From an optimization exercise on the open Yosys and OpenROAD flow, aimed at a short achievable clock period and few clock cycles per item; shortcuts taken in it are not production practice.
In this exercise RTL edits were held to simulation tests only and were not proved equivalent to the original.
Power figures rest on the tool's default switching activity, not on a simulated workload.

===== flow/config.mk =====
export PLATFORM = sky130hd
export DESIGN_NAME = cpu
export DESIGN_NICKNAME = cpu
export VERILOG_FILES = /design/flow/design.v
export SDC_FILE = /design/flow/constraint.sdc
export NUM_CORES = 8
export LEC_CHECK = 0
export CAP_MARGIN = 20
export CORE_MARGIN = 2
export CORE_UTILIZATION = 55
export CTS_CLUSTER_DIAMETER = 80
export CTS_CLUSTER_SIZE = 25
export SETUP_SLACK_MARGIN = 5
export SLEW_MARGIN = 20
export SYNTH_HIERARCHICAL = 1

===== flow/constraint.sdc =====
create_clock -name core_clock -period 7.5 [get_ports {clk}]
set_input_delay 1.5000 -clock core_clock [delete_from_list [all_inputs] [get_ports {clk}]]
set_output_delay 1.5000 -clock core_clock [all_outputs]
set_load 0.01 [all_outputs]

===== flow/design.v =====
module cpu(clk, rst, imem_addr, imem_rdata, dmem_addr, dmem_rdata, dmem_we, dmem_wdata);
  input clk;
  input rst;
  output [9:0] imem_addr;
  input [31:0] imem_rdata;
  output [9:0] dmem_addr;
  input [31:0] dmem_rdata;
  output dmem_we;
  output [31:0] dmem_wdata;
  reg [31:0] RF [1:31];
  reg [31:0] wRes, w2Res;      
  reg [4:0] wDest;             
  reg [4:0] eDest;
  reg eSW, eK;
  wire [4:0] eDestV = eK ? 5'd0 : eDest;
  wire eSWV = eSW & ~eK;
  reg [15:0] bhtH, bhtL;
  integer k;
  reg uV, uInv;
  reg [3:0] uIdx;
  reg [9:0] PC;                 
  reg [9:0] PCn;                
  wire [31:0] fI = imem_rdata;
  wire fJ = fI[31:26] == 6'd2;
  wire fBr = fI[31:27] == 5'b00010;
  wire fInv = bhtH[PCn[3:0]];   
  wire fPT = fBr & (fI[15] ^ fInv);
  wire [9:0] fPC1 = PCn;
  wire [9:0] fBT, fBT1, fPC2, fJT1;
  add10c u_fbt(.a(PCn), .b(fI[9:0]), .ci(1'b0), .s(fBT));
  add10c u_fbt1(.a(PCn), .b(fI[9:0]), .ci(1'b1), .s(fBT1));
  add10c u_pc2(.a(PCn), .b(10'd0), .ci(1'b1), .s(fPC2));
  add10c u_jt1(.a(fI[9:0]), .b(10'd0), .ci(1'b1), .s(fJT1));
  wire [9:0] fNext0 = fJ ? fI[9:0] : fBr & fI[15] ? fBT : fPC1;
  wire [9:0] fNext1 = fJ ? fI[9:0] : fBr & ~fI[15] ? fBT : fPC1;
  wire [9:0] fNext = fInv ? fNext1 : fNext0;
  wire [9:0] fNextP0 = fJ ? fJT1 : fBr & fI[15] ? fBT1 : fPC2;
  wire [9:0] fNextP1 = fJ ? fJT1 : fBr & ~fI[15] ? fBT1 : fPC2;
  wire [9:0] fNextP = fInv ? fNextP1 : fNextP0;
  wire [9:0] fAlt = fInv ^ fI[15] ? fPC1 : fBT;
  wire [4:0] fRs = fI[25:21], fRt = fI[20:16];
  wire [31:0] fA0 = fRs[2:0] == 3'd0 ? 32'd0 : RF[{2'd0, fRs[2:0]}];
  wire [31:0] fA1 = RF[{2'd1, fRs[2:0]}], fA2 = RF[{2'd2, fRs[2:0]}], fA3 = RF[{2'd3, fRs[2:0]}];
  wire [31:0] fB0 = fRt[2:0] == 3'd0 ? 32'd0 : RF[{2'd0, fRt[2:0]}];
  wire [31:0] fB1 = RF[{2'd1, fRt[2:0]}], fB2 = RF[{2'd2, fRt[2:0]}], fB3 = RF[{2'd3, fRt[2:0]}];
  reg [31:0] dI;
  reg [31:0] dA0, dA1, dA2v, dA3v, dB0, dB1, dB2v, dB3v;
  reg dV, dPT, dA2, dA3, dB2, dB3;
  reg [3:0] gA, gB;            
  reg dStall;                  
  reg [9:0] dAlt, dAlt1;       
  reg [9:0] dPCn, dPCn1;       
  reg [3:0] dIdx;
  wire [5:0] dOp = dI[31:26], dFn = dI[5:0];
  wire [4:0] dRs = dI[25:21], dRt = dI[20:16], dRd = dI[15:11];
  wire dR = dOp == 6'd0;
  wire dSLL = dR & dFn == 6'd0, dSRL = dR & dFn == 6'd2, dADD = dR & dFn == 6'd32,
       dSUB = dR & dFn == 6'd34, dAND = dR & dFn == 6'd36, dOR = dR & dFn == 6'd37,
       dNOR = dR & dFn == 6'd39;
  wire dADDI = dOp == 6'd8, dANDI = dOp == 6'd12, dORI = dOp == 6'd13,
       dLW = dOp == 6'd35, dSW = dOp == 6'd43, dBEQ = dOp == 6'd4, dBNE = dOp == 6'd5;
  wire dRW = dSLL | dSRL | dADD | dSUB | dAND | dOR | dNOR;
  wire dIW = dADDI | dANDI | dORI | dLW;
  wire [4:0] dDest = dRW ? dRd : dIW ? dRt : 5'd0;
  wire dImm = dADDI | dANDI | dORI;
  wire [31:0] dSimm = {{16{dI[15]}}, dI[15:0]};
  wire [31:0] dA = ({32{gA[0]}} & dA0) | ({32{gA[1]}} & dA1) | ({32{gA[2]}} & dA2v) | ({32{gA[3]}} & dA3v);
  wire [31:0] dB = ({32{gB[0]}} & dB0) | ({32{gB[1]}} & dB1) | ({32{gB[2]}} & dB2v) | ({32{gB[3]}} & dB3v);
  wire [31:0] dAv = dA2 ? wRes : dA3 ? w2Res : dA;
  wire [31:0] dBv = dB2 ? wRes : dB3 ? w2Res : dB;
  wire [9:0] dAddr;
  add10c u_addr(.a(dAv[9:0]), .b(dI[11:2]), .ci(1'b0), .s(dAddr));
  wire dMA = eDestV != 5'd0 & eDestV == dRs;
  wire dMB = eDestV != 5'd0 & eDestV == dRt;
  wire dGo = dV & ~dStall;
  wire fLW = fI[31:26] == 6'd35, fMem = fLW | fI[31:26] == 6'd43;
  wire fStall = (fMem & dGo & dDest != 5'd0 & dDest == fRs) | (fLW & dGo & dSW);
  reg eBeq, eBne, ePT, eSt;
  reg [3:0] eIdx;
  reg [9:0] eAlt, eAlt1, eAddr, mAddr;
  reg [31:0] eA, eB, eO2, eO2n;  
  reg [4:0] eSh;
  reg sAdd, sSub, sAnd, sOr, sNor, sSll, sSrl, sLw;
  reg eZok, eZsh;              
  reg [31:0] eZm;              
  reg sWe;
  reg [31:0] sData;
  wire [31:0] sum = eA + eO2;
  wire [32:0] difx = {eA, 1'b1} + {eO2n, 1'b1};
  wire [31:0] dif = difx[32:1];
  wire [31:0] res = ({32{sAdd}} & sum) | ({32{sSub}} & dif) | ({32{sAnd}} & (eA & eO2)) | ({32{sOr}} & (eA | eO2))
                  | ({32{sNor}} & ~(eA | eO2)) | ({32{sSll}} & (eB << eSh))
                  | ({32{sSrl}} & (eB >> eSh)) | ({32{sLw}} & dmem_rdata);
  wire eEq = eA == eB;
  wire eBr = ~eK & (eBeq | eBne);
  wire eTaken = eBeq ? eEq : ~eEq;
  wire eMis = eBr & (eTaken ^ ePT);
  wire [31:0] eZv = eZsh ? eB & eZm : ({32{sAnd}} & (eA & eO2)) | ({32{sOr}} & (eA | eO2))
                                      | ({32{sNor}} & ~(eA | eO2));
  wire eZ = eZv == 32'd0;
  wire [4:0] dX = dRs == 5'd0 ? dRt : dRs;
  wire dEarly = dV & (dBEQ | dBNE) & ((dRs == 5'd0) ^ (dRt == 5'd0)) & eZok & eDestV == dX;
  wire dTakenE = dBEQ ? eZ : ~eZ;
  wire dMisE = dEarly & (dTakenE ^ dPT);
  wire [31:0] nA = dMA ? res : dAv;
  wire [31:0] nB = dMB ? res : dBv;
  assign imem_addr = PC;
  assign dmem_addr = mAddr;
  assign dmem_we = sWe;
  assign dmem_wdata = sData;
  always @(posedge clk) begin
    if(rst) begin
      PC <= 10'd0;
      PCn <= 10'd1;
      dV <= 1'b0;
      bhtH <= 16'd0;
      bhtL <= 16'd0;
      uV <= 1'b0;
      eDest <= 5'd0;
      eSW <= 1'b0;
      eBeq <= 1'b0;
      eBne <= 1'b0;
      eK <= 1'b0;
      dStall <= 1'b0;
      wDest <= 5'd0;
      sWe <= 1'b0;
    end else begin
      if(eMis) begin
        PC <= eAlt;
        PCn <= eAlt1;
        dV <= 1'b0;
      end else if(dMisE) begin
        PC <= dAlt;
        PCn <= dAlt1;
        dV <= 1'b0;
      end else if(~dStall) begin
        PC <= fNext;
        PCn <= fNextP;
        dV <= 1'b1;
      end else begin
        PC <= dPCn;
        PCn <= dPCn1;
      end
      for(k = 0; k < 16; k = k + 1)
        if(uV & uIdx == k) begin
          bhtH[k] <= uInv ? bhtH[k] | bhtL[k] : bhtH[k] & bhtL[k];
          bhtL[k] <= uInv ? ~bhtL[k] | bhtH[k] : ~bhtL[k] & bhtH[k];
        end
      uV <= eBr;
      eDest <= dGo ? dDest : 5'd0;
      eSW <= dGo & dSW;
      eBeq <= dGo & dBEQ;
      eBne <= dGo & dBNE;
      eK <= eMis;
      dStall <= ~eMis & ~dStall & fStall;
      wDest <= eDestV;
      sWe <= eSWV;
    end
    uIdx <= eIdx;
    uInv <= eTaken ^ eSt;
    if(~dStall) begin
      dI <= fI;
      dPT <= fPT;
      dAlt <= fAlt;
      dAlt1 <= fInv ^ fI[15] ? fPC2 : fBT1;
      dPCn <= PCn;
      dPCn1 <= fPC2;
      dIdx <= PCn[3:0];
      gA <= 4'd1 << fI[25:24];
      gB <= 4'd1 << fI[20:19];
      dA0 <= fA0; dA1 <= fA1; dA2v <= fA2; dA3v <= fA3;
      dB0 <= fB0; dB1 <= fB1; dB2v <= fB2; dB3v <= fB3;
      dA2 <= eDestV != 5'd0 & eDestV == fRs;
      dB2 <= eDestV != 5'd0 & eDestV == fRt;
      dA3 <= wDest != 5'd0 & wDest == fRs;
      dB3 <= wDest != 5'd0 & wDest == fRt;
    end else begin
      dA0 <= dAv; dA1 <= dAv; dA2v <= dAv; dA3v <= dAv;
      dB0 <= dBv; dB1 <= dBv; dB2v <= dBv; dB3v <= dBv;
      dA2 <= dMA;
      dB2 <= dMB;
      dA3 <= 1'b0;
      dB3 <= 1'b0;
    end
    ePT <= dPT ^ dMisE;
    eSt <= dI[15];
    eIdx <= dIdx;
    eAlt <= dAlt;
    eAlt1 <= dAlt1;
    eAddr <= dAddr;
    mAddr <= eSWV ? eAddr : dAddr;
    eA <= nA;
    eB <= nB;
    eO2 <= dImm ? dSimm : nB;
    eO2n <= ~nB;
    eSh <= dI[10:6];
    sAdd <= dADD | dADDI;
    sSub <= dSUB;
    sAnd <= dAND | dANDI;
    sOr <= dOR | dORI;
    sNor <= dNOR;
    sSll <= dSLL;
    sSrl <= dSRL;
    sLw <= dLW;
    eZok <= dSLL | dSRL | dAND | dANDI | dOR | dORI | dNOR;
    eZsh <= dSLL | dSRL;
    eZm <= dSLL ? 32'hffffffff >> dI[10:6] : 32'hffffffff << dI[10:6];
    sData <= eB;
    wRes <= res;
    w2Res <= wRes;
    if(wDest != 5'd0) RF[wDest] <= wRes;
  end
endmodule
module add10c(a, b, ci, s);
  input [9:0] a, b;
  input ci;
  output [9:0] s;
  wire [10:0] x = {a, 1'b1} + {b, ci};
  assign s = x[10:1];
endmodule

===== flow/flow/run.sh =====
#!/bin/bash
# The standard layout (standard.sh) with these changes:
# - synthesis leaves Yosys's adders to ABC instead of mapping them to the
#   library's full/half-adder cells, and ABC maps for delay (structural choices, then its classic
#   mapper; flow/abc.script) instead of ORFS's speed script;
set -o pipefail
export ADDER_MAP_FILE=
export MY_ABC_SCRIPT=$PWD/flow/abc.script
# The standard flow's synthesis script with the ABC script replaced
{ head -n 1 synth_recipe.tcl
  cat <<'EOT'
proc abc {args} {
  set i [lsearch -exact $args -script]
  if {$i >= 0} { set args [lreplace $args $i [expr {$i + 1}] -script $::env(MY_ABC_SCRIPT)] }
  yosys abc {*}$args
}
EOT
  tail -n +2 synth_recipe.tcl; } > flow_synth.tcl
bash standard.sh SYNTH_SCRIPT=$PWD/flow_synth.tcl SETUP_SLACK_MARGIN=5 finish 2>&1 | tee standard.log

===== flow/flow/abc.script =====
strash
dch
map -D 300
buffer -c
topo
stime -c
upsize -c
dnsize -c

===== flow/standard.sh =====
#!/bin/bash
# synth_recipe.tcl (not shown) runs the flow's synth.tcl, then flattens the netlist and writes it again
# the make line also repeats each setting of config.mk as NAME=value (left out here)
make -C /OpenROAD-flow-scripts/flow DESIGN_CONFIG=/design/flow/config.mk WORK_HOME=/design/flow/orfs CLKGATE_MAP_FILE= SYNTH_SCRIPT=/design/flow/synth_recipe.tcl "${@:-finish}"

==> flow_summary_export.csv, run 1 <==
group,metric,value,unit
worst_setup_path,crit_fanout,1,
detailed_routing,drc_errors,0,
power_and_ir_drop,p_leak,36.85,nW
sta,setup_tns,0,ns
worst_setup_path,path_cells,"buf_6",
global_routing,grt_pass1_vias,76970,
job,drv_cap,0,
worst_setup_path,slowest_delay,0.37,ns
sta,rsz0062_at_grt,"yes",
synthesis,avgSynthCellArea,8.913,um2
cells_and_area,seqCellArea,45600,um2
cells_and_area,final_cell_mix,"nor2_1 (1,419), o21ai_0 (1,112), edfxtp_1 (1,073)",
clocking,cts_buffers,95,
sta,slew_headroom,0.2098,
global_routing,grt_pass1_wl,531400,um
worst_setup_path,cp.arrival,1.23,ns
place,portBuffers,118,
cells_and_area,drive_gt1_frac,0.1894,
detailed_routing,routed_via_density,7.164,
clocking,clkSlewWorstSetupHoldPaths,0.10,ns
outcome,outcome,"timing/DRC/antenna clean",
clocking,h-tree-depth,3,
detailed_routing,first_iter_violations,15710,
synthesis,seq_area_frac_synth,0.5295,
detailed_routing,wl_per_cell,32.93,um
clocking,postCtsHoldBufs,0,
sta,period_share,0.3646,
detailed_routing,via_count,84800,
die,die_y,398.3,um
cells_and_area,final_util,0.6534,
synthesis,ys.warnings.count,7,
die,initial_core_util,0.5544,
synthesis,syn_area,85510,um2
cells_and_area,syn_to_final_growth,17.85,%
die,die_w,398.3,um
sta,tightest_slew,1.184,ns
worst_setup_path,worstSetupEndpointType,"output pin",
synthesis,synth_enable_flop_cells,1073,
synthesis,synth_ff_type,"edfxtp_1",
cells_and_area,fillers,12390,
global_routing,overflow,0,
sta,hold_viol,0,
synthesis,synth_cell_types,90,
cells_and_area,stdcell_count,11840,
worst_setup_path,crit_path_top_delay_cell,"dfxtp_2",
die,coreArea,154200,um2
min_path,min_path_type,"reg2reg",
place,dp_hpwl,216600,um
place,placed_cells,11300,
global_routing,grt_max_degree,132,
sta,fin_crit,2.735,ns
worst_setup_path,path_class,"reg2out",
global_routing,track_usage,0.4588,
place,finalWeightedCongestion,1.046,
clocking,cts_sinks,1725,
cells_and_area,nets,9767,
global_routing,antenna_found_initial,28,
die,dieArea,158600,um2
detailed_routing,drtAntennaViolNets,0,
clocking,cts_tree,"done",
sta,finalClockSkew,0.1002,ns
power_and_ir_drop,powerDensity,234.8,nW/um2
worst_setup_path,cp-start-kind,"flop",
synthesis,synth_cells,9593,
worst_setup_path,crit_family,"flip-flops",
sta,setup_viol,0,
clocking,clk_latency,0.81,ns
cells_and_area,layout_commonest_cell,"nor2_1",
power_and_ir_drop,p_total,23.66,mW
die,rows,144,
sta,fmax,0.3657,GHz
clocking,clock-root-buffer,"clkbuf_16",
synthesis,synth.ff_latch_count,1725,
power_and_ir_drop,vdd_ir_drop_max,0.0002629,V
worst_setup_path,critPathBufInv,1,
die,io-pin-count,119,
synthesis,async_reset_ff_frac,0,
clocking,cts_buffer_depth,3,
worst_setup_path,worstPathRequired,6.00,ns
sta,maxSlewViolCount,0,
detailed_routing,drt-total-wl,389800,um
cells_and_area,multi_input_area,39940,um2
detailed_routing,drtPass1Iterations,10,
## final timing paths
kind / end / slack, ns / cells after the start / from
hold reg to reg: uIdx[1] / 0.34 / 0 / eIdx[1]
setup reg to reg: eA[27] / 4.81 / 14 / eSh[0]
setup / recovery: imem_addr[1] / 4.77 / 1 / PC[1]
hold / removal: uIdx[1] / 0.34 / 0 / eIdx[1]
## area by class of cell
| cell class | instances | share of cell area |
|---|---|---|
| inverter | 510 | 0.02108 |
| timing repair buffer | 581 | 0.07058 |
| antenna | 10 | 0.0002483 |
| sequential | 1725 | 0.4525 |
| timing repair inverter | 12 | 0.001068 |
| clock buffer | 139 | 0.02617 |
| multi-input combinational | 6776 | 0.3964 |
| clock inverter | 40 | 0.006618 |
| tap | 2044 | 0.02538 |
## layer usage
metal	track usage	vias to the layer above	routed length [um]
li1	-	35120	-
met1	0.6110	40230	136100
met2	0.6474	7644	158000
met3	0.1511	1774	65010
met4	0.2786	32	30440
met5	0	-	284
## sequential cells by signal, indices dropped and copies added, names as in the netlist, 16 cells and up
register  flops
dA2v         32
eZm          32
eO2          32
eB           32
eA           32
dB3v         32
sData        32
bhtH         16
dI           32
dA0          32
dA3v         32
w2Res        32
dB2v         32
eO2n         32
bhtL         16
RF          992
dA1          32
dB0          32
dB1          32
wRes         32
## power by group
group | internal [mW] | total, mW | leakage, nW | switching [mW]
logic | 2.16 | 6.16 | 19.6 | 4.00
registers | 10.6 | 11.2 | 15.7 | 0.600
clock network | 2.78 | 6.25 | 1.59 | 3.47
## metrics by stage
step / area [um2] / hold WS [ns] / setup WS [ns]
global placement: 88400 / 0.3161 / 2.900
detailed placement: 88400 / 0.3167 / 2.938
finish: 100800 / 0.3396 / 4.765
global route: 100700 / 0.3504 / 4.740
floorplan: 86930 / 0.3096 / 4.657
CTS: 95530 / 0.3376 / 4.744
## Yosys stat by module, one instance, submodules excluded
module / area, um2 / flops+latches
add10c: 646.9 / 0
cpu: 82270 / 1725
## cells by family (layout without fill, tap and decap cells)
| kind of cell | count (synthesis) | in the layout | share of synthesized area |
|---|---|---|---|
| buf+inv | 1155 | 1282 | 0.05258 |
| mux | 1 | 1 | 0.0001171 |
| other cells | 2 | 71 | 0.00008783 |
| compound gates | 3119 | 3120 | 0.2339 |
| simple gates | 3512 | 3515 | 0.1756 |
| fa+ha+maj | 1 | 1 | 0.0001171 |
| flops | 1725 | 1725 | 0.5295 |
| xor+xnor | 78 | 78 | 0.008165 |
## synthesized netlist by cell type (all sizes together) (23+ instances only)
cell type	count	area, um2
or2	70	450.4
buf	108	559.3
nand2	1136	4314
dfxtp	652	13050
nand4	233	1504
clkbuf	537	2017
o21a	23	172.7
and2	28	187.7
nand3	352	1809
a31oi	84	540.5
a22oi	130	975.9
o2111a	24	270.3
o2111ai	26	227.7
a31o	126	1104
nor3	50	265.3
a21boi	24	202.7
xor2	59	531.8
o32ai	23	201.4
edfxtp	1073	32220
o211ai	232	1815
o221ai	398	3492
a21oi	363	1881
o22ai	178	1132
o21ai	1373	6913
nor2	1612	6264
inv	502	1884
## repair_timing
| item | in CTS | in global routing |
|---|---|---|
| setup endpoints to repair | 777 | 495 |
| gates cloned | 33 | 32 |
| resized for setup | 928 | 809 |
| hold endpoints to repair | 0 | 0 |
| pin swaps | 92 | 320 |
| buffers inserted | 101 | 179 |
Testbench counts, summed over its fixed seeds: cycles 46,044, instructions 44,290.
==> run 2: changes to the inputs <==
--- a/flow/config.mk
+++ b/flow/config.mk
@@ -10,3 +10,3 @@
 export CORE_UTILIZATION = 55
-export CTS_CLUSTER_DIAMETER = 80
+export CTS_CLUSTER_DIAMETER = 120
 export CTS_CLUSTER_SIZE = 25
==> run 2 against run 1 <==
  * Design area is 1.3% lower
  * Critical path type unchanged
  * Largest cell class unchanged
  * Clock skew is 0.0015 ns lower
  * Largest power group unchanged
  * Still clean
  * Power is 3.6% lower
  * Highest routed layer unchanged
  * Critical path depth stayed put
  * Utilization is 0.86 points lower
  * Setup slack worse by 0.022 ns
  * Count of clock-buffer cells in the layout is 2 lower
==> flow_summary_export.csv, run 2 <==
group,metric,value,unit
outcome,outcome,"timing/DRC/antenna clean",
cells_and_area,layout_commonest_cell,"nor2_1",
synthesis,synthTopCellsByCount,"nor2_1 (1,555), o21ai_0 (1,317), nand2_1 (1,118), edfxtp_1 (1,073), dfxtp_1 (652)",
sta,slew_headroom,0.1032,
detailed_routing,first_iter_violations,15890,
global_routing,track_usage,0.4580,
die,coreArea,154200,um2
place,place_ws,2.938,ns
clocking,cts_sinks,1725,
worst_setup_path,path_class,"reg2out",
worst_setup_path,worstSetupEndpointType,"output pin",
sta,tightest_slew,1.345,ns
clocking,clkSlewWorstSetupHoldPaths,0.11,ns
cells_and_area,stdcell_count,11800,
die,dieArea,158600,um2
detailed_routing,via_count,84340,
sta,finalClockSkew,0.09867,ns
synthesis,syn_area,85510,um2
sta,fin_ws,4.743,ns
clocking,clock-root-buffer,"clkbuf_16",
synthesis,avgSynthCellArea,8.913,um2
min_path,min_path_type,"reg2reg",
power_and_ir_drop,p_total,22.80,mW
cells_and_area,final_cell_mix,"nor2_1 (1,429), o21ai_0 (1,122), edfxtp_1 (1,073)",
detailed_routing,drc_errors,0,
worst_setup_path,crit_path_top_delay_cell,"dfxtp_2",
cells_and_area,largest_reg_flops,992,
die,die_w,398.3,um
cells_and_area,regMostFlops,"RF",
power_and_ir_drop,p_leak,36.18,nW
place,placed_cells,11300,
job,drv_cap,0,
synthesis,synth_cell_types,90,
worst_setup_path,cp-start-kind,"flop",
detailed_routing,drt-total-wl,388300,um
global_routing,overflow,0,
sta,maxSlewViolCount,0,
power_and_ir_drop,switchingPower,7.828,mW
sta,period_share,0.3676,
power_and_ir_drop,swShare,0.3433,
sta,fmax,0.3627,GHz
worst_setup_path,crit_family,"flip-flops",
clocking,cts_buffer_depth,3,
power_and_ir_drop,power_frac_seq,0.494,
cells_and_area,drive_gt1_frac,0.1798,
sta,rsz0062_at_grt,"yes",
sta,hold_viol,0,
power_and_ir_drop,internal_power,14.97,mW
cells_and_area,syn_to_final_growth,16.30,%
die,io-pin-count,119,
global_routing,grt_pass1_vias,76600,
die,initial_core_util,0.5544,
clocking,cts_buffers,83,
synthesis,synth_ff_type,"edfxtp_1",
power_and_ir_drop,power_frac_clock,0.242,
power_and_ir_drop,combPwrFrac,0.265,
worst_setup_path,cp.arrival,1.26,ns
clocking,clk_latency,0.82,ns
worst_setup_path,crit_fanout,1,
sta,fin_crit,2.757,ns
synthesis,synth_top_cell_by_area,"edfxtp_1",
sta,setup_viol,0,
synthesis,seq_area_frac_synth,0.5295,
synthesis,synth.area.top_cells,"edfxtp_1 (38%), dfxtp_1 (15%), o21ai_0 (7.7%)",
detailed_routing,drtPass1Iterations,10,
clocking,cts_tree,"done",
detailed_routing,wl_per_cell,32.91,um
worst_setup_path,path_cells,"buf_6",
power_and_ir_drop,powerDensity,229.3,nW/um2
clocking,h-tree-depth,3,
place,dp_hpwl,216600,um
die,rows,144,
synthesis,async_reset_ff_frac,0,
detailed_routing,drtAntennaViolNets,0,
global_routing,grt_max_degree,132,
detailed_routing,routed_via_density,7.148,
cells_and_area,nets,9740,
global_routing,grt_pass1_wl,529600,um
synthesis,synth_top_cell_area_share,0.3768,
place,finalWeightedCongestion,1.046,
power_and_ir_drop,vdd_ir_drop_max,0.0002466,V
synthesis,synth_cells,9593,
worst_setup_path,critPathBufInv,1,
sta,setup_tns,0,ns
synthesis,synth_enable_flop_cells,1073,
die,die_y,398.3,um
global_routing,antenna_found_initial,30,
synthesis,ys.warnings.count,7,
worst_setup_path,slowest_delay,0.37,ns
place,portBuffers,118,
synthesis,yosysMostFrequentCell,"nor2_1",
synthesis,synth.ff_latch_count,1725,
worst_setup_path,worstPathRequired,6.00,ns
[run 2: cell types whose count changed in the layout (fill, tap and decap cells not counted), sizes merged]
cell | previous run | this run
dlymetal6s2s | 10 | 9
nand3 | 354 | 355
clkdlybuf4s50 | 36 | 37
inv | 529 | 514
buf | 488 | 477
bufbuf | 12 | 13
bufinv | 6 | 1
diode | 10 | 13
clkinv | 19 | 16
clkbuf | 173 | 164
[run 2: cells by family after synthesis]
family	synth area share
other cells	0.00008783
buf+inv	0.05258
flops	0.5295
compound gates	0.2339
xor+xnor	0.008165
mux	0.0001171
simple gates	0.1756
fa+ha+maj	0.0001171
[run 2: worst paths after layout]
check / startpoint / end / slack, ns / cells past startpoint
setup / recovery: PC[5] / imem_addr[5] / 4.74 / 1
hold / removal: eIdx[1] / uIdx[1] / 0.34 / 0
setup reg to reg: eSh[0] / eO2[27] / 4.81 / 13
hold reg to reg: eIdx[1] / uIdx[1] / 0.34 / 0
[run 2: timing repair]
item	CTS	global route
resized for setup	912	720
buffers inserted	96	171
cloned	31	32
pin swaps	74	293
endpoints found under the setup margin	784	410
hold buffers	0	0
[run 2: power groups by stage]
stage	Combinational (mW)	Clock, mW	Sequential (mW)
CTS	5.04	5.47	11.2
detailed placement	4.68	0	11.4
global placement	4.65	0	11.4
global route	6.36	5.76	11.3
finish	6.03	5.51	11.3
floorplan	3.24	0	11.1
[run 2: per-module statistics from Yosys, one instance, submodules excluded]
| module | cell area (um2) | copies in the design | flip-flops and latches |
|---|---|---|---|
| add10c | 646.9 | 5 | 0 |
| cpu | 82270 | 1 | 1725 |
[run 2: layout make-up]
class | instances | area [um2]
sequential | 1725 | 45570
clock inverter | 16 | 350.3
antenna | 13 | 32.53
tap | 2044 | 2557
clock buffer | 137 | 2280
timing repair inverter | 13 | 112.6
multi-input combinational | 6777 | 39740
inverter | 510 | 2138
fill | 12540 | 54780
timing repair buffer | 564 | 6666
[run 2: through the flow]
step / utilization / area (um2) / hold slack (ns)
5_1_grt: 0.6446 / 99410 / 0.3540
2_1_floorplan: - / 86930 / 0.3096
3_5_place_dp: 0.5732 / 88400 / 0.3167
4_1_cts: 0.6140 / 94690 / 0.3366
6_report: 0.6448 / 99450 / 0.3374
3_3_place_gp: 0.5732 / 88400 / 0.3161
[run 2: per-layer routing]
| layer | track usage | up-vias | wire [um] |
|---|---|---|---|
| met5 | 0 | - | 248 |
| met4 | 0.2794 | 28 | 31360 |
| met3 | 0.1490 | 1799 | 64070 |
| met2 | 0.6533 | 7698 | 157300 |
| met1 | 0.6044 | 39770 | 135300 |
| li1 | - | 35040 | - |
==> run 3: changes to the inputs <==
--- a/flow/config.mk
+++ b/flow/config.mk
@@ -9,3 +9,3 @@
 export CORE_MARGIN = 2
-export CORE_UTILIZATION = 55
+export CORE_UTILIZATION = 50
 export CTS_CLUSTER_DIAMETER = 120
==> run 3 against run 2 <==
  * Power fell by 0.65%
  * Critical endpoint is now PC[0]
  * Synthesized area unchanged
  * Final cell count increased by 1.7%
  * Count of clock-buffer cells in the layout stayed put
==> flow_summary_export.csv, run 3 <==
group,metric,value,unit
detailed_routing,routed_via_density,6.928,
place,place_ws,3.225,ns
sta,period_share,0.3729,
sta,tightest_slew,1.136,ns
detailed_routing,drt-total-wl,391200,um
die,io-pin-count,119,
synthesis,synth_top_cell_area_share,0.3768,
synthesis,synthTopCellsByCount,"nor2_1 (1,555), o21ai_0 (1,317), nand2_1 (1,118), edfxtp_1 (1,073), dfxtp_1 (652)",
worst_setup_path,cp.arrival,3.48,ns
place,postPlaceCellArea,88730,um2
sta,fin_crit,2.797,ns
clocking,clk_latency,0.77,ns
synthesis,synth_cell_types,90,
die,die_w,417.5,um
clocking,cts_buffer_depth,3,
detailed_routing,wl_per_cell,32.60,um
power_and_ir_drop,powerDensity,226.1,nW/um2
detailed_routing,drc_errors,0,
place,portBuffers,118,
cells_and_area,fillers,14740,
job,drv_cap,0,
sta,hold_viol,0,
synthesis,seq_area_frac_synth,0.5295,
sta,setup_tns,0,ns
worst_setup_path,cp-start-kind,"flop",
power_and_ir_drop,vdd_ir_drop_max,0.0002428,V
synthesis,muxShareOfSynthArea,0.0001171,
min_path,min_path_type,"reg2reg",
synthesis,synth_compound_area_frac,0.2339,
clocking,h-tree-depth,3,
synthesis,ys.warnings.count,7,
cells_and_area,final_cell_mix,"nor2_1 (1,416), o21ai_0 (1,112), edfxtp_1 (1,073)",
place,dp_hpwl,220400,um
clocking,cts_tree,"done",
synthesis,synth_top_cell_by_area,"edfxtp_1",
global_routing,grt_pass1_wl,531100,um
place,finalWeightedCongestion,1.033,
cells_and_area,multi_input_area,40050,um2
detailed_routing,first_iter_violations,13550,
die,initial_core_util,0.5040,
worst_setup_path,worstPathRequired,8.18,ns
synthesis,synth.ff_latch_count,1725,
cells_and_area,postLayoutCellArea,100200,um2
cells_and_area,seqCellArea,45600,um2
synthesis,synth-simple-area-share,0.1756,
synthesis,yosysMostFrequentCell,"nor2_1",
clocking,clkSlewWorstSetupHoldPaths,0.11,ns
die,die_y,417.5,um
die,coreArea,169700,um2
die,dieArea,174300,um2
synthesis,synth.area.top_cells,"edfxtp_1 (38%), dfxtp_1 (15%), o21ai_0 (7.7%)",
cells_and_area,nets,9768,
sta,rsz0062_at_grt,"yes",
synthesis,synthAdderAreaFrac,0.0001171,
clocking,postCtsHoldBufs,0,
sta,setup_viol,0,
worst_setup_path,path_class,"reg2reg",
global_routing,grt_max_degree,138,
clocking,cts_sinks,1725,
outcome,outcome,"timing/DRC/antenna clean",
synthesis,synth_enable_flop_cells,1073,
synthesis,synth_top_family_by_area,"compound AO/OA/AOI/OAI gates",
synthesis,async_reset_ff_frac,0,
cells_and_area,regMostFlops,"RF",
cells_and_area,layout_commonest_cell,"nor2_1",
detailed_routing,via_count,83160,
detailed_routing,drtAntennaViolNets,0,
sta,maxSlewViolCount,0,
synthesis,synth_cells,9593,
die,rows,151,
cells_and_area,drive_gt1_frac,0.1895,
global_routing,overflow,0,
global_routing,track_usage,0.4183,
sta,fin_ws,4.703,ns
global_routing,grt_pass1_vias,74410,
detailed_routing,drtPass1Iterations,7,
cells_and_area,syn_to_final_growth,17.16,%
synthesis,synth_ff_type,"edfxtp_1",
clocking,clock-root-buffer,"clkbuf_16",
synthesis,avgSynthCellArea,8.913,um2
clocking,cts_buffers,81,
cells_and_area,largest_reg_flops,992,
worst_setup_path,worstSetupEndpointType,"flop",
sta,fmax,0.3576,GHz
sta,finalClockSkew,0.04412,ns
sta,slew_headroom,0.2425,
synthesis,syn_area,85510,um2
worst_setup_path,crit_fanout,8,
power_and_ir_drop,p_leak,36.42,nW
global_routing,antenna_found_initial,24,
synthesis,synth_xor_area_frac,0.008165,
## run 3: cell counts after synthesis
Identical to the previous run, type by type.
## run 3: cells by family (layout without fill, tap and decap cells)
logic type / after synthesis / count (layout)
AOI/OAI and AO/OA: 3119 / 3120
xor gates and xnor gates: 78 / 78
other: 2 / 77
and+or+nand+nor: 3512 / 3514
DFF: 1725 / 1725
buffers and inverters: 1155 / 1268
muxes: 1 / 1
adders and majority gates: 1 / 1
## run 3: modules after synthesis, one instance, submodules excluded
module,area (um2),times used,flops+latches
cpu,82270,1,1725
add10c,646.9,5,0
## run 3: metrics by stage
step | hold slack, ns | util | power, mW | instances
after floorplan | 0.3096 | - | 14.36 | 9652
after global placement | 0.3146 | 0.5229 | 15.97 | 11490
after detailed placement | 0.3165 | 0.5230 | 16.00 | 11490
after CTS | 0.3437 | 0.5611 | 21.61 | 11790
after global routing | 0.3470 | 0.5902 | 23.35 | 11990
final | 0.3407 | 0.5905 | 22.65 | 12000
## run 3: path summary, 6_finish.rpt
path,start,end,slack (ns),cells after the start
max,sOr,PC[0],4.70,13
max reg2reg,sOr,PC[0],4.70,13
min,eIdx[0],uIdx[0],0.34,0
min reg2reg,eIdx[0],uIdx[0],0.34,0
## run 3: what timing repair did
item,in CTS,in global routing
cloned,30,26
gates resized for setup,936,815
pin swaps,98,298
endpoints found under the setup margin,960,500
setup buffers,127,167
## run 3: final cells by class
| class | count | area share |
|---|---|---|
| repair inverters | 10 | 0.0009617 |
| flip-flops and latches | 1725 | 0.4552 |
| clock inverters | 12 | 0.001911 |
| repair buffers | 599 | 0.07003 |
| clock buffers | 137 | 0.02276 |
| diodes | 16 | 0.0003997 |
| multi-input cells | 6775 | 0.3998 |
| well taps | 2218 | 0.02770 |
| inverters | 510 | 0.02122 |
## run 3: metal layers
layer  wire length (um)  vias to the layer above  track usage
met2             162300                     6469       0.6016
met4              25350                       22       0.2177
met1             149500                    40380       0.5813
met5                154                        -            0
li1                   -                    35070            -
met3              53970                     1211       0.1059
## run 3: power by group
part	internal [mW]	switching, mW
combinational	2.13	3.86
clock	2.18	3.22
sequential	10.7	0.619
## run 3: worst max-delay path, cell delays in order, from the launching register on
cell and delay [ns]:
dfxtp_4 0.46, buf_12 0.20, o21ai_4 0.07, nand3_4 0.10, nor3_4 0.23, nand4_1 0.41
o21ai_2 0.22, nand4_4 0.16, nand2_4 0.17, buf_12 0.13, buf_12 0.09, and3_4 0.28
nand3_1 0.09, nand3_1 0.10
==> run 4: changes to the inputs <==
--- a/flow/config.mk
+++ b/flow/config.mk
@@ -9,3 +9,3 @@
 export CORE_MARGIN = 2
-export CORE_UTILIZATION = 50
+export CORE_UTILIZATION = 60
 export CTS_CLUSTER_DIAMETER = 120
==> run 4 against run 3 <==
  * Still clean on timing, DRC and antenna
  * Register-to-register slack gained 0.08 ns
  * Wire length shrank 3.7%
  * Count of clock-buffer cells in the layout grew 2
  * Critical path depth shrank 12
  * Clock skew grew 0.0030 ns
  * Setup slack lost 0.049 ns
  * Global-route usage grew 6.5 points
  * Hold slack gained 0.0071 ns
  * Critical path type is now reg2out
==> flow_summary_export.csv, run 4 <==
group,metric,value,unit
worst_setup_path,crit_fanout,1,
power_and_ir_drop,vdd_ir_drop_max,0.0001829,V
worst_setup_path,path_class,"reg2out",
sta,slew_headroom,0.1893,
clocking,postCtsHoldBufs,0,
die,die_y,381.5,um
cells_and_area,layout_commonest_cell,"nor2_1",
synthesis,synth_enable_flop_cells,1073,
worst_setup_path,timing.rr.end,"eB[24]",
worst_setup_path,worstPathRequired,6.00,ns
place,finalWeightedCongestion,1.072,
sta,period_share,0.3794,
place,postPlaceCellArea,88160,um2
cells_and_area,drive_gt1_frac,0.1727,
synthesis,avgSynthCellArea,8.913,um2
sta,rsz0062_at_grt,"yes",
sta,setup_tns,0,ns
cells_and_area,stdcell_count,11610,
worst_setup_path,cp-start-kind,"flop",
clocking,h-tree-depth,3,
cells_and_area,largest_reg_flops,992,
power_and_ir_drop,powerDensity,231.8,nW/um2
clocking,clock-root-buffer,"clkbuf_16",
sta,setup_viol,0,
synthesis,async_reset_ff_frac,0,
detailed_routing,first_iter_violations,16730,
min_path,min_path_cells,0,
clocking,clk_latency,0.81,ns
sta,hold_viol,0,
global_routing,busiest_layer,"met2",
worst_setup_path,path_cells,"buf_6",
clocking,clkSlewWorstSetupHoldPaths,0.12,ns
global_routing,track_usage,0.4829,
synthesis,synthAdderAreaFrac,0.0001171,
detailed_routing,drtPass1Iterations,21,
sta,tightest_slew,1.214,ns
worst_setup_path,crit_path_top_delay_cell,"dfxtp_2",
worst_setup_path,ff2ff_setup_slack,4.78,ns
synthesis,synth.ff_latch_count,1725,
detailed_routing,wl_per_cell,32.44,um
place,dp_hpwl,209500,um
outcome,outcome,"timing/DRC/antenna clean",
place,portBuffers,118,
die,rows,138,
synthesis,synth-simple-area-share,0.1756,
detailed_routing,drtAntennaViolNets,0,
cells_and_area,fillers,10590,
clocking,cts_buffer_depth,3,
global_routing,antenna_found_initial,16,
place,place_ws,2.843,ns
die,dieArea,145500,um2
synthesis,synth_top_family_by_area,"compound AO/OA/AOI/OAI gates",
clocking,cts_sinks,1725,
sta,hold_slack,0.3478,ns
detailed_routing,drt-total-wl,376600,um
synthesis,synth_top_cell_area_share,0.3768,
worst_setup_path,cp.arrival,1.35,ns
min_path,hold_path_end,"uIdx[1]",
global_routing,grt_use_met3,0.1659,
cells_and_area,postLayoutCellArea,98210,um2
cells_and_area,nets,9709,
worst_setup_path,reg2reg_from,"dB2",
clocking,cts_tree,"done",
synthesis,muxShareOfSynthArea,0.0001171,
cells_and_area,final_cell_mix,"nor2_1 (1,442), o21ai_0 (1,121), edfxtp_1 (1,073)",
min_path,min_path_type,"reg2reg",
global_routing,overflow,0,
worst_setup_path,rr_worst_depth,7,
detailed_routing,routed_via_density,7.318,
cells_and_area,regMostFlops,"RF",
sta,fmax,0.3515,GHz
worst_setup_path,cp.depth,1,
synthesis,seq_area_frac_synth,0.5295,
worst_setup_path,critPathBufInv,1,
synthesis,syn_area,85510,um2
cells_and_area,final_util,0.6937,
sta,maxSlewViolCount,0,
synthesis,synthTopCellsByCount,"nor2_1 (1,555), o21ai_0 (1,317), nand2_1 (1,118), edfxtp_1 (1,073), dfxtp_1 (652)",
cells_and_area,syn_to_final_growth,14.86,%
job,drv_cap,0,
synthesis,synth_ff_type,"edfxtp_1",
synthesis,synth.area.top_cells,"edfxtp_1 (38%), dfxtp_1 (15%), o21ai_0 (7.7%)",
worst_setup_path,worstSetupEndpointType,"output pin",
die,io-pin-count,119,
sta,fin_crit,2.845,ns
detailed_routing,drc_errors,0,
synthesis,synth_top_cell_by_area,"edfxtp_1",
global_routing,grt_pass1_wl,517500,um
power_and_ir_drop,p_total,22.77,mW
synthesis,synth_cell_types,90,
clocking,cts_buffers,82,
die,die_w,381.5,um
synthesis,ys.warnings.count,7,
sta,finalClockSkew,0.04714,ns
sta,fin_ws,4.655,ns
synthesis,synth_cells,9593,
power_and_ir_drop,p_leak,35.77,nW
place,placed_cells,11140,
die,initial_core_util,0.6039,
global_routing,grt_max_degree,122,
worst_setup_path,crit_family,"flip-flops",
global_routing,met2_usage,0.6929,
synthesis,synth_compound_area_frac,0.2339,
worst_setup_path,slowest_delay,0.43,ns
synthesis,synth_xor_area_frac,0.008165,
die,coreArea,141600,um2
synthesis,yosysMostFrequentCell,"nor2_1",
detailed_routing,via_count,84960,
global_routing,grt_pass1_vias,77660,
min_path,hold_start,"eIdx[1]",
global_routing,use_met1,0.6227,
[run 4: cells by family (layout without fill, tap and decap cells)]
group,after synthesis,after routing
AND/OR/NAND/NOR,3512,3515
AO/OA/AOI/OAI,3119,3120
flip-flops,1725,1725
buffers and inverters,1155,1209
XOR/XNOR,78,78
other,2,70
adder cells (fa/ha/maj),1,1
multiplexers,1,1
[run 4: power breakdown]
group,total [mW],internal (mW),switching (mW)
registers,11.3,10.6,0.657
logic,6.06,2.12,3.94
clock network,5.41,2.16,3.25
total,22.8,14.9,7.84
[run 4: worst max path at each step]
stage	end	slack, ns	startpoint
5_1_grt	imem_addr[5]	4.66	PC[5]
3_5_place_dp	PCn[4]	2.84	imem_rdata[29]
4_1_cts	imem_addr[5]	4.74	PC[5]
3_3_place_gp	PC[9]	2.86	imem_rdata[29]
2_1_floorplan	PC[5]	4.66	imem_rdata[2]
6_report	imem_addr[5]	4.65	PC[5]
[run 4: per-module statistics from Yosys, one instance, submodules excluded]
module,cells,times used,area (um2),flip-flops and latches
cpu,9068,1,82270,1725
add10c,105,5,646.9,0
[run 4: layout make-up]
type,count,area [um2],share of cell area
Inverter,510,2107,0.02145
Timing Repair Buffer,536,6155,0.06267
Clock inverter,12,232.7,0.002370
Timing Repair inverter,12,107.6,0.001096
Antenna cell,9,22.52,0.0002293
Tap cell,1890,2365,0.02408
Sequential cell,1725,45550,0.4638
Clock buffer,139,2276,0.02317
Multi-Input combinational cell,6776,39400,0.4011
[run 4: timing repair]
item,4_1_cts,5_1_grt
setup endpoints to repair,942,522
gates cloned,31,19
pin swaps,91,202
resized for setup,898,599
setup buffers,109,151
[run 4: routing by layer]
layer / vias up / wire, um / share of wire
met3: 2020 / 65580 / 0.17
met1: 39660 / 125100 / 0.33
met5: - / 184 / 0.00049
met2: 8273 / 154300 / 0.41
met4: 28 / 31460 / 0.084
li1: 34980 / - / -
==> run 5: changes to the inputs <==
--- a/flow/config.mk
+++ b/flow/config.mk
@@ -9,5 +9,5 @@
 export CORE_MARGIN = 2
-export CORE_UTILIZATION = 60
-export CTS_CLUSTER_DIAMETER = 120
-export CTS_CLUSTER_SIZE = 25
+export CORE_UTILIZATION = 50
+export CTS_CLUSTER_DIAMETER = 60
+export CTS_CLUSTER_SIZE = 20
 export SETUP_SLACK_MARGIN = 5
==> run 5 against run 4 <==
  * Still clean on timing, DRC and antenna
  * Sequential cell count is the same
  * Synthesized area did not move
  * Count of clock-buffer cells in the layout increased by 33
  * Sequential share of layout area shrank 1.7 points
  * Final cell count is 4.0% higher
  * Global-route usage shrank 6.4 points
  * Power is 10% higher
  * Non-clock buffer count grew 44
  * Design area increased by 3.8%
  * Synthesized cell count unchanged
  * Via count down 2.0%
  * Sequential power barely moved
==> flow_summary_export.csv, run 5 <==
group,metric,value,unit
clocking,clkSlewWorstSetupHoldPaths,0.09,ns
sta,hold_slack,0.3049,ns
place,portBuffers,118,
die,die_w,417.5,um
place,place_ws,3.225,ns
sta,fin_crit,2.832,ns
global_routing,track_usage,0.4187,
worst_setup_path,cp.arrival,1.33,ns
synthesis,synth_enable_flop_cells,1073,
global_routing,grt_max_degree,138,
synthesis,synth_ff_type,"edfxtp_1",
synthesis,synth_cells,9593,
sta,setup_tns,0,ns
synthesis,avgSynthCellArea,8.913,um2
outcome,outcome,"timing/DRC/antenna clean",
synthesis,synth_top_cell_area_share,0.3768,
detailed_routing,first_iter_violations,13590,
global_routing,grt_pass1_wl,530700,um
clocking,cts_buffer_depth,3,
job,drv_cap,0,
synthesis,synth.area.top_cells,"edfxtp_1 (38%), dfxtp_1 (15%), o21ai_0 (7.7%)",
clocking,h-tree-depth,4,
sta,setup_viol,0,
die,io-pin-count,119,
die,initial_core_util,0.5040,
cells_and_area,largest_reg_flops,992,
worst_setup_path,crit_family,"flip-flops",
die,die_y,417.5,um
global_routing,antenna_found_initial,19,
power_and_ir_drop,vdd_ir_drop_max,0.0002931,V
cells_and_area,drive_gt1_frac,0.1944,
power_and_ir_drop,powerDensity,246.7,nW/um2
synthesis,yosysMostFrequentCell,"nor2_1",
min_path,min_path_cells,0,
global_routing,overflow,0,
synthesis,synth.ff_latch_count,1725,
sta,period_share,0.3776,
sta,rsz0062_at_grt,"yes",
die,rows,151,
sta,finalClockSkew,0.04755,ns
global_routing,grt_pass1_vias,74830,
worst_setup_path,critPathBufInv,1,
sta,slew_headroom,0.2451,
worst_setup_path,reg2reg_from,"eA[24]",
synthesis,syn_area,85510,um2
clocking,cts_buffers,139,
die,dieArea,174300,um2
place,dp_hpwl,220400,um
worst_setup_path,crit_fanout,1,
place,finalWeightedCongestion,1.033,
cells_and_area,layout_commonest_cell,"nor2_1",
detailed_routing,routed_via_density,6.890,
worst_setup_path,path_class,"reg2out",
synthesis,synth_cell_types,90,
die,coreArea,169700,um2
worst_setup_path,worstSetupEndpointType,"output pin",
detailed_routing,wl_per_cell,32.27,um
detailed_routing,drt-total-wl,389800,um
cells_and_area,postLayoutCellArea,101900,um2
detailed_routing,drc_errors,0,
min_path,min_path_type,"reg2reg",
worst_setup_path,timing.rr.end,"PC[0]",
worst_setup_path,rr_worst_depth,11,
worst_setup_path,crit_path_top_delay_cell,"dfxtp_4",
cells_and_area,regMostFlops,"RF",
synthesis,synthTopCellsByCount,"nor2_1 (1,555), o21ai_0 (1,317), nand2_1 (1,118), edfxtp_1 (1,073), dfxtp_1 (652)",
synthesis,synth_top_cell_by_area,"edfxtp_1",
detailed_routing,drtPass1Iterations,7,
sta,fin_ws,4.668,ns
sta,hold_viol,0,
cells_and_area,nets,9807,
place,placed_cells,11490,
sta,fmax,0.3531,GHz
worst_setup_path,slowest_delay,0.39,ns
clocking,clock-root-buffer,"clkbuf_16",
clocking,clk_latency,0.85,ns
place,postPlaceCellArea,88730,um2
min_path,hold_start,"eIdx[0]",
worst_setup_path,path_cells,"buf_6",
clocking,cts_tree,"done",
synthesis,seq_area_frac_synth,0.5295,
worst_setup_path,cp-start-kind,"flop",
cells_and_area,syn_to_final_growth,19.20,%
cells_and_area,final_cell_mix,"nor2_1 (1,420), o21ai_0 (1,114), edfxtp_1 (1,073)",
cells_and_area,stdcell_count,12080,
synthesis,ys.warnings.count,7,
worst_setup_path,worstPathRequired,6.00,ns
detailed_routing,via_count,83220,
detailed_routing,drtAntennaViolNets,0,
min_path,hold_path_end,"uIdx[0]",
synthesis,async_reset_ff_frac,0,
sta,maxSlewViolCount,0,
worst_setup_path,ff2ff_setup_slack,4.78,ns
clocking,cts_sinks,1725,
power_and_ir_drop,p_leak,37.40,nW
sta,tightest_slew,1.132,ns
## run 5: cell counts after synthesis
Identical to the previous run, type by type.
## run 5: how the worst max path moves through the flow
stage,from,end,slack (ns),cells past startpoint
2_1_floorplan,imem_rdata[2],PC[5],4.66,11
3_3_place_gp,imem_rdata[16],dB0[31],3.27,6
3_5_place_dp,imem_rdata[16],dB0[31],3.22,6
4_1_cts,PC[5],imem_addr[5],4.63,1
5_1_grt,PC[5],imem_addr[5],4.64,1
6_report,PC[5],imem_addr[5],4.67,1
## run 5: cell type report
type,instances,area (um2)
well taps,2218,2775
diodes,5,12.51
flip-flops and latches,1725,45580
clock buffers,172,3812
repair inverters,10,93.84
multi-input cells,6775,39750
fillers,14540,67740
clock inverters,84,1052
repair buffers,580,6715
inverters,510,2126
## run 5: cell families (layout without fill, tap and decap cells)
logic type | after synthesis | after routing | share of synthesized area
mux | 1 | 1 | 0.0001171
fa+ha+maj | 1 | 1 | 0.0001171
simple gates | 3512 | 3514 | 0.1756
buf+inv | 1155 | 1356 | 0.05258
other cells | 2 | 66 | 0.00008783
flops | 1725 | 1725 | 0.5295
xor+xnor | 78 | 78 | 0.008165
compound gates | 3119 | 3120 | 0.2339
## run 5: where the power goes
part           switching, mW  internal (mW)  total, mW
sequential             0.617           10.7       11.3
combinational           3.81           2.05       5.86
clock                   3.88           4.13       8.01
total                   8.31           16.8       25.1
## run 5: repair_timing
| action | CTS | global route |
|---|---|---|
| setup buffers | 127 | 155 |
| resized for setup | 914 | 735 |
| cloned | 26 | 24 |
| setup endpoints to repair | 961 | 546 |
| hold buffers | 0 | 0 |
| pin swaps | 99 | 265 |
## run 5: modules after synthesis, one instance, submodules excluded
module | area, um2 | cells inside
cpu | 82270 | 9068
add10c | 646.9 | 105
## run 5: routing by layer
layer	wire length (um)	up-vias	track usage
li1	-	35250	-
met4	25750	20	0.2328
met3	54760	1214	0.1173
met5	137	-	0
met1	148200	40340	0.5761
met2	161000	6392	0.5934
## run 5: per-stage QoR
step             util  power [mW]
2_1_floorplan       -       14.36
3_3_place_gp   0.5229       15.97
3_5_place_dp   0.5230       16.00
4_1_cts        0.5747       24.23
5_1_grt        0.6007       25.91
6_report       0.6007       25.14
## run 5: worst register-to-register path, cell delays in order (launching register included)
cell and delay [ns]:
dfxtp_4 0.38, buf_8 0.15, o21ai_2 0.14, nand3_2 0.13, nor3_4 0.25, nand4_1 0.44, o21ai_2 0.23, nand4_4 0.20
nand2_8 0.18, nand3_4 0.23, o2111ai_2 0.16, nand3_1 0.12
==> run 6: changes to the inputs <==
--- a/flow/config.mk
+++ b/flow/config.mk
@@ -10,3 +10,3 @@
 export CORE_UTILIZATION = 50
-export CTS_CLUSTER_DIAMETER = 60
+export CTS_CLUSTER_DIAMETER = 100
 export CTS_CLUSTER_SIZE = 20
==> run 6 against run 5 <==
  * Still clean on timing, DRC and antenna
  * Utilization is 0.86 points lower
  * Sequential share of layout area rose by 0.65 points
  * Combinational power is 1% higher
  * Power decreased by 7.7%
  * Setup slack improved by 0.058 ns
  * Design area shrank 1.4%
  * Fmax increased by 2.1%
  * Clock skew is 0.025 ns higher
  * Hold slack gained 0.0056 ns
  * Final cell count shrank 0.49%
  * Critical path type unchanged
  * Largest power group unchanged
==> flow_summary_export.csv, run 6 <==
group,metric,value,unit
detailed_routing,first_iter_violations,13680,
synthesis,synth_enable_flop_cells,1073,
worst_setup_path,cp-start-kind,"flop",
detailed_routing,drtAntennaViolNets,0,
die,dieArea,174300,um2
synthesis,synth.ff_latch_count,1725,
clocking,clkSlewWorstSetupHoldPaths,0.09,ns
clocking,cts_buffers,100,
synthesis,synth_xor_area_frac,0.008165,
clocking,cts_sinks,1725,
worst_setup_path,worstPathRequired,6.00,ns
clocking,h-tree-depth,3,
synthesis,synth_top_cell_by_area,"edfxtp_1",
die,rows,151,
worst_setup_path,cp.arrival,1.27,ns
cells_and_area,largest_reg_flops,992,
synthesis,synth_cells,9593,
global_routing,antenna_found_initial,14,
worst_setup_path,ff2ff_setup_slack,4.77,ns
cells_and_area,final_cell_mix,"nor2_1 (1,412), o21ai_0 (1,114), edfxtp_1 (1,073)",
cells_and_area,syn_to_final_growth,17.49,%
min_path,hold_path_end,"uIdx[0]",
clocking,cts_tree,"done",
worst_setup_path,worstSetupEndpointType,"output pin",
worst_setup_path,slowest_delay,0.38,ns
detailed_routing,drc_errors,0,
cells_and_area,postLayoutCellArea,100500,um2
clocking,postCtsHoldBufs,0,
worst_setup_path,crit_fanout,1,
place,dp_hpwl,220400,um
sta,fin_crit,2.775,ns
synthesis,synth-simple-area-share,0.1756,
synthesis,synth_top_cell_area_share,0.3768,
worst_setup_path,timing.rr.end,"eO2[29]",
synthesis,synth_compound_area_frac,0.2339,
place,postPlaceCellArea,88730,um2
place,portBuffers,118,
sta,finalClockSkew,0.07295,ns
synthesis,avgSynthCellArea,8.913,um2
detailed_routing,drt-total-wl,391300,um
sta,hold_slack,0.3105,ns
min_path,min_path_cells,0,
synthesis,syn_area,85510,um2
global_routing,overflow,0,
worst_setup_path,cp.depth,1,
min_path,min_path_type,"reg2reg",
global_routing,grt_max_degree,138,
sta,tightest_slew,1.136,ns
sta,setup_tns,0,ns
die,die_y,417.5,um
sta,fmax,0.3604,GHz
die,io-pin-count,119,
die,die_w,417.5,um
synthesis,synthTopCellsByCount,"nor2_1 (1,555), o21ai_0 (1,317), nand2_1 (1,118), edfxtp_1 (1,073), dfxtp_1 (652)",
min_path,hold_start,"eIdx[0]",
synthesis,synth.area.top_cells,"edfxtp_1 (38%), dfxtp_1 (15%), o21ai_0 (7.7%)",
detailed_routing,routed_via_density,6.920,
sta,slew_headroom,0.2425,
worst_setup_path,reg2reg_from,"eSh[0]",
synthesis,yosysMostFrequentCell,"nor2_1",
clocking,cts_buffer_depth,3,
synthesis,seq_area_frac_synth,0.5295,
global_routing,grt_pass1_vias,74990,
cells_and_area,stdcell_count,12020,
synthesis,synth_cell_types,90,
cells_and_area,nets,9780,
cells_and_area,layout_commonest_cell,"nor2_1",
synthesis,synth_top_family_by_area,"compound AO/OA/AOI/OAI gates",
synthesis,synthAdderAreaFrac,0.0001171,
sta,hold_viol,0,
worst_setup_path,crit_family,"flip-flops",
synthesis,synth_ff_type,"edfxtp_1",
place,finalWeightedCongestion,1.033,
synthesis,async_reset_ff_frac,0,
power_and_ir_drop,vdd_ir_drop_max,0.0002087,V
sta,maxSlewViolCount,0,
power_and_ir_drop,p_total,23.20,mW
power_and_ir_drop,p_leak,36.60,nW
worst_setup_path,path_cells,"buf_6",
clocking,clock-root-buffer,"clkbuf_16",
cells_and_area,fillers,14750,
worst_setup_path,path_class,"reg2out",
power_and_ir_drop,powerDensity,230.9,nW/um2
worst_setup_path,crit_path_top_delay_cell,"dfxtp_4",
detailed_routing,wl_per_cell,32.56,um
worst_setup_path,critPathBufInv,1,
detailed_routing,via_count,83180,
job,drv_cap,0,
sta,period_share,0.3700,
detailed_routing,drtPass1Iterations,7,
global_routing,track_usage,0.4209,
outcome,outcome,"timing/DRC/antenna clean",
sta,setup_viol,0,
clocking,clk_latency,0.81,ns
place,placed_cells,11490,
cells_and_area,regMostFlops,"RF",
sta,rsz0062_at_grt,"yes",
cells_and_area,drive_gt1_frac,0.1887,
die,coreArea,169700,um2
synthesis,ys.warnings.count,7,
worst_setup_path,rr_worst_depth,11,
die,initial_core_util,0.5040,
synthesis,muxShareOfSynthArea,0.0001171,
global_routing,grt_pass1_wl,533900,um
[run 6: what timing repair did]
item                                    in CTS  in global routing
endpoints found under the setup margin     963                481
pin swaps                                   88                303
buffers inserted                           122                167
resized for setup                          916                792
cloned                                      33                 22
[run 6: where the power goes]
group | switching (mW) | internal, mW
logic | 3.84 | 2.10
clock network | 3.39 | 2.60
registers | 0.622 | 10.6
total | 7.85 | 15.3
[run 6: layout make-up]
type / count / area (um2) / share of cell area
Clock buffer: 174 / 2811 / 0.02798
Clock inverter: 12 / 217.7 / 0.002167
Timing Repair Buffer: 592 / 6889 / 0.06857
Sequential cell: 1725 / 45590 / 0.4537
Inverter: 510 / 2127 / 0.02117
Antenna cell: 4 / 10.01 / 0.00009963
Timing Repair inverter: 10 / 86.33 / 0.0008593
Multi-Input combinational cell: 6775 / 39960 / 0.3978
Tap cell: 2218 / 2775 / 0.02762
[run 6: per-module statistics from Yosys (local to each module, per instance)]
module | copies in the design | flops+latches | cell area, um2 | cells inside
add10c | 5 | 0 | 646.9 | 105
cpu | 1 | 1725 | 82270 | 9068
[run 6: worst max-delay path by stage]
stage | end | startpoint
2_1_floorplan | PC[5] | imem_rdata[2]
3_3_place_gp | dB0[31] | imem_rdata[16]
3_5_place_dp | dB0[31] | imem_rdata[16]
4_1_cts | imem_addr[5] | PC[5]
5_1_grt | imem_addr[5] | PC[5]
6_report | imem_addr[5] | PC[5]
[run 6: per-stage QoR]
stage / util / setup WS, ns
2_1_floorplan: - / 4.657
3_3_place_gp: 0.5229 / 3.272
3_5_place_dp: 0.5230 / 3.225
4_1_cts: 0.5644 / 4.690
5_1_grt: 0.5921 / 4.715
6_report: 0.5921 / 4.725
[run 6: kinds of logic after synthesis]
family,count (synthesis)
other,2
DFF,1725
muxes,1
buffers and inverters,1155
and+or+nand+nor,3512
xor gates and xnor gates,78
AOI/OAI and AO/OA,3119
adders and majority gates,1
[run 6: per-layer routing]
metal  part of all wire  up-vias  global-route usage
met2               0.41     6475              0.6001
li1                   -    35140                   -
met3               0.14     1216              0.1142
met1               0.38    40330              0.5797
met5            0.00024        -                   0
met4              0.068       16              0.2309
==> run 7: changes to the inputs <==
--- a/flow/config.mk
+++ b/flow/config.mk
@@ -9,3 +9,3 @@
 export CORE_MARGIN = 2
-export CORE_UTILIZATION = 50
+export CORE_UTILIZATION = 45
 export CTS_CLUSTER_DIAMETER = 100
==> run 7 against run 6 <==
  * Non-clock buffer count down 1
  * Via count down 0.58%
  * Die area up 11%
  * Clock power about the same
  * Final cell count up 2.4%
  * Design area up 0.88%
  * Power up 1.1%
  * Largest cell class unchanged
==> flow_summary_export.csv, run 7 <==
group,metric,value,unit
clocking,clkSlewWorstSetupHoldPaths,0.09,ns
synthesis,muxShareOfSynthArea,0.0001171,
synthesis,synth_enable_flop_cells,1073,
die,io-pin-count,119,
synthesis,syn_area,85510,um2
power_and_ir_drop,vdd_ir_drop_max,0.0002082,V
synthesis,synth_cells,9593,
worst_setup_path,cp-start-kind,"flop",
global_routing,met2_usage,0.5641,
sta,rsz0062_at_grt,"yes",
synthesis,synthTopCellsByCount,"nor2_1 (1,555), o21ai_0 (1,317), nand2_1 (1,118), edfxtp_1 (1,073), dfxtp_1 (652)",
synthesis,synth_xor_area_frac,0.008165,
cells_and_area,multi_input_area,40150,um2
global_routing,grt_pass1_wl,537100,um
detailed_routing,wl_per_cell,32.16,um
cells_and_area,syn_to_final_growth,18.53,%
cells_and_area,regMostFlops,"RF",
global_routing,grt_pass1_vias,75140,
cells_and_area,fillers,16860,
detailed_routing,routed_via_density,6.721,
die,die_w,439.9,um
cells_and_area,nets,9783,
synthesis,synth_ff_type,"edfxtp_1",
place,portBuffers,118,
sta,slew_headroom,0.2366,
worst_setup_path,worstPathRequired,6.00,ns
worst_setup_path,path_class,"reg2out",
cells_and_area,seqCellArea,45600,um2
outcome,outcome,"timing/DRC/antenna clean",
die,initial_core_util,0.4543,
cells_and_area,drive_gt1_frac,0.1876,
worst_setup_path,path_cells,"buf_6",
clocking,cts_buffer_depth,3,
cells_and_area,largest_reg_flops,992,
detailed_routing,first_iter_violations,12560,
synthesis,synthAdderAreaFrac,0.0001171,
place,dp_hpwl,223600,um
place,placed_cells,11760,
synthesis,synth-simple-area-share,0.1756,
global_routing,antenna_found_initial,27,
clocking,cts_sinks,1725,
synthesis,ys.warnings.count,7,
sta,setup_tns,0,ns
sta,finalClockSkew,0.07971,ns
clocking,postCtsHoldBufs,0,
sta,maxSlewViolCount,0,
cells_and_area,final_cell_mix,"nor2_1 (1,422), o21ai_0 (1,123), edfxtp_1 (1,073)",
clocking,h-tree-depth,3,
synthesis,yosysMostFrequentCell,"nor2_1",
clocking,clk_latency,0.83,ns
die,rows,159,
sta,tightest_slew,1.144,ns
sta,fmax,0.3609,GHz
global_routing,grt_use_met3,0.08829,
sta,fin_crit,2.771,ns
synthesis,synth_top_cell_by_area,"edfxtp_1",
cells_and_area,postLayoutCellArea,101400,um2
synthesis,synth.area.top_cells,"edfxtp_1 (38%), dfxtp_1 (15%), o21ai_0 (7.7%)",
min_path,min_path_type,"reg2reg",
worst_setup_path,worstSetupEndpointType,"output pin",
detailed_routing,via_count,82690,
detailed_routing,drt-total-wl,395800,um
power_and_ir_drop,p_total,23.45,mW
sta,setup_viol,0,
synthesis,synth_top_cell_area_share,0.3768,
global_routing,overflow,0,
clocking,cts_buffers,100,
worst_setup_path,crit_path_top_delay_cell,"dfxtp_2",
cells_and_area,layout_commonest_cell,"nor2_1",
synthesis,seq_area_frac_synth,0.5295,
worst_setup_path,slowest_delay,0.37,ns
detailed_routing,drtPass1Iterations,7,
cells_and_area,final_util,0.5385,
synthesis,synth_compound_area_frac,0.2339,
die,coreArea,188200,um2
place,finalWeightedCongestion,1.020,
synthesis,synth_cell_types,90,
worst_setup_path,crit_fanout,1,
worst_setup_path,crit_family,"flip-flops",
die,die_y,439.9,um
synthesis,synth_top_family_by_area,"compound AO/OA/AOI/OAI gates",
sta,hold_slack,0.3340,ns
job,drv_cap,0,
worst_setup_path,cp.arrival,1.27,ns
place,place_ws,2.848,ns
cells_and_area,stdcell_count,12300,
power_and_ir_drop,powerDensity,231.4,nW/um2
global_routing,use_met1,0.5219,
sta,period_share,0.3695,
global_routing,busiest_layer,"met2",
worst_setup_path,critPathBufInv,1,
power_and_ir_drop,p_leak,36.69,nW
global_routing,grt_max_degree,173,
worst_setup_path,ff2ff_setup_slack,4.79,ns
global_routing,track_usage,0.3819,
synthesis,avgSynthCellArea,8.913,um2
sta,hold_viol,0,
sta,fin_ws,4.729,ns
place,postPlaceCellArea,89080,um2
synthesis,synth.ff_latch_count,1725,
die,dieArea,193500,um2
synthesis,async_reset_ff_frac,0,
detailed_routing,drc_errors,0,
clocking,cts_tree,"done",
clocking,clock-root-buffer,"clkbuf_16",
detailed_routing,drtAntennaViolNets,0,
## run 7: final cells by class
class | count | share of cell area
timing repair buffer | 591 | 0.07050
tap | 2495 | 0.03080
clock buffer | 171 | 0.02795
inverter | 510 | 0.02138
antenna | 10 | 0.0002469
clock inverter | 13 | 0.002148
sequential | 1725 | 0.4499
timing repair inverter | 10 | 0.0009382
multi-input combinational | 6779 | 0.3961
## run 7: path summary, 6_finish.rpt
| kind | startpoint | endpoint | cells past startpoint |
|---|---|---|---|
| hold reg to reg | eIdx[0] | uIdx[0] | 0 |
| hold / removal | eIdx[0] | uIdx[0] | 0 |
| setup / recovery | PC[7] | imem_addr[7] | 1 |
| setup reg to reg | eSh[0] | wRes[21] | 13 |
## run 7: power breakdown
part	internal, mW	switching, mW	total [mW]
logic	2.20	4.03	6.22
clock network	2.63	3.35	5.98
registers	10.6	0.600	11.2
total	15.5	7.98	23.4
## run 7: what timing repair did
action                     4_1_cts  5_1_grt
gates resized for setup       1009      720
pin swaps                       91      265
cloned                          39       23
buffers inserted               126      159
setup endpoints to repair      815      521
## run 7: routing by layer
metal	wire length, um	vias to the layer above
li1	-	35150
met1	151500	40170
met2	167700	6053
met3	51610	1290
met4	24780	26
met5	172	-
## run 7: cell families after synthesis
kind of cell / Yosys count
muxes: 1
buffers and inverters: 1155
xor gates and xnor gates: 78
other: 2
adders and majority gates: 1
DFF: 1725
AOI/OAI and AO/OA: 3119
and+or+nand+nor: 3512
## run 7: Yosys stat by module, one instance, submodules excluded
module  cells  flip-flops and latches
add10c    105                       0
cpu      9068                    1725

-- static timing again, ports no longer ideal --
Ports are ideal in the flow. The routed layouts listed here were re-timed in OpenROAD. Step 1 sets driving cells, clkbuf_16 on the clock port and buf_2 on the other inputs (assumed; they add their load-dependent delay and slew). Step 2 also shifts input and output timing later by t, the mid clock arrival at the registers, as if the neighbouring blocks saw the same clock. a / b / c = ideal ports / drivers / drivers and shift; a / b = the first two.
| run | shift t [ns] | setup slack, ns | clock arrival spread, ns |
|---|---|---|---|
| run 1 | 0.845 | 4.765 / 4.679 / 3.890 | 0.102 / 0.102 |
| run 2 | 0.857 | 4.743 / 4.663 / 3.857 | 0.106 / 0.106 |
| run 3 | 0.836 | 4.703 / 4.663 / 3.863 | 0.054 / 0.055 |
| run 4 | 0.875 | 4.655 / 4.566 / 3.811 | 0.058 / 0.058 |
| run 5 | 0.914 | 4.668 / 4.579 / 3.914 | 0.050 / 0.051 |
| run 6 | 0.859 | 4.725 / 4.639 / 3.870 | 0.073 / 0.073 |
| run 7 | 0.885 | 4.729 / 4.629 / 3.815 | 0.081 / 0.081 |
After both steps setup and hold are still met in every run listed. For run 7, which loses most, drivers alone change the setup slack by -0.100 ns; drivers and shift together by -0.914 ns.
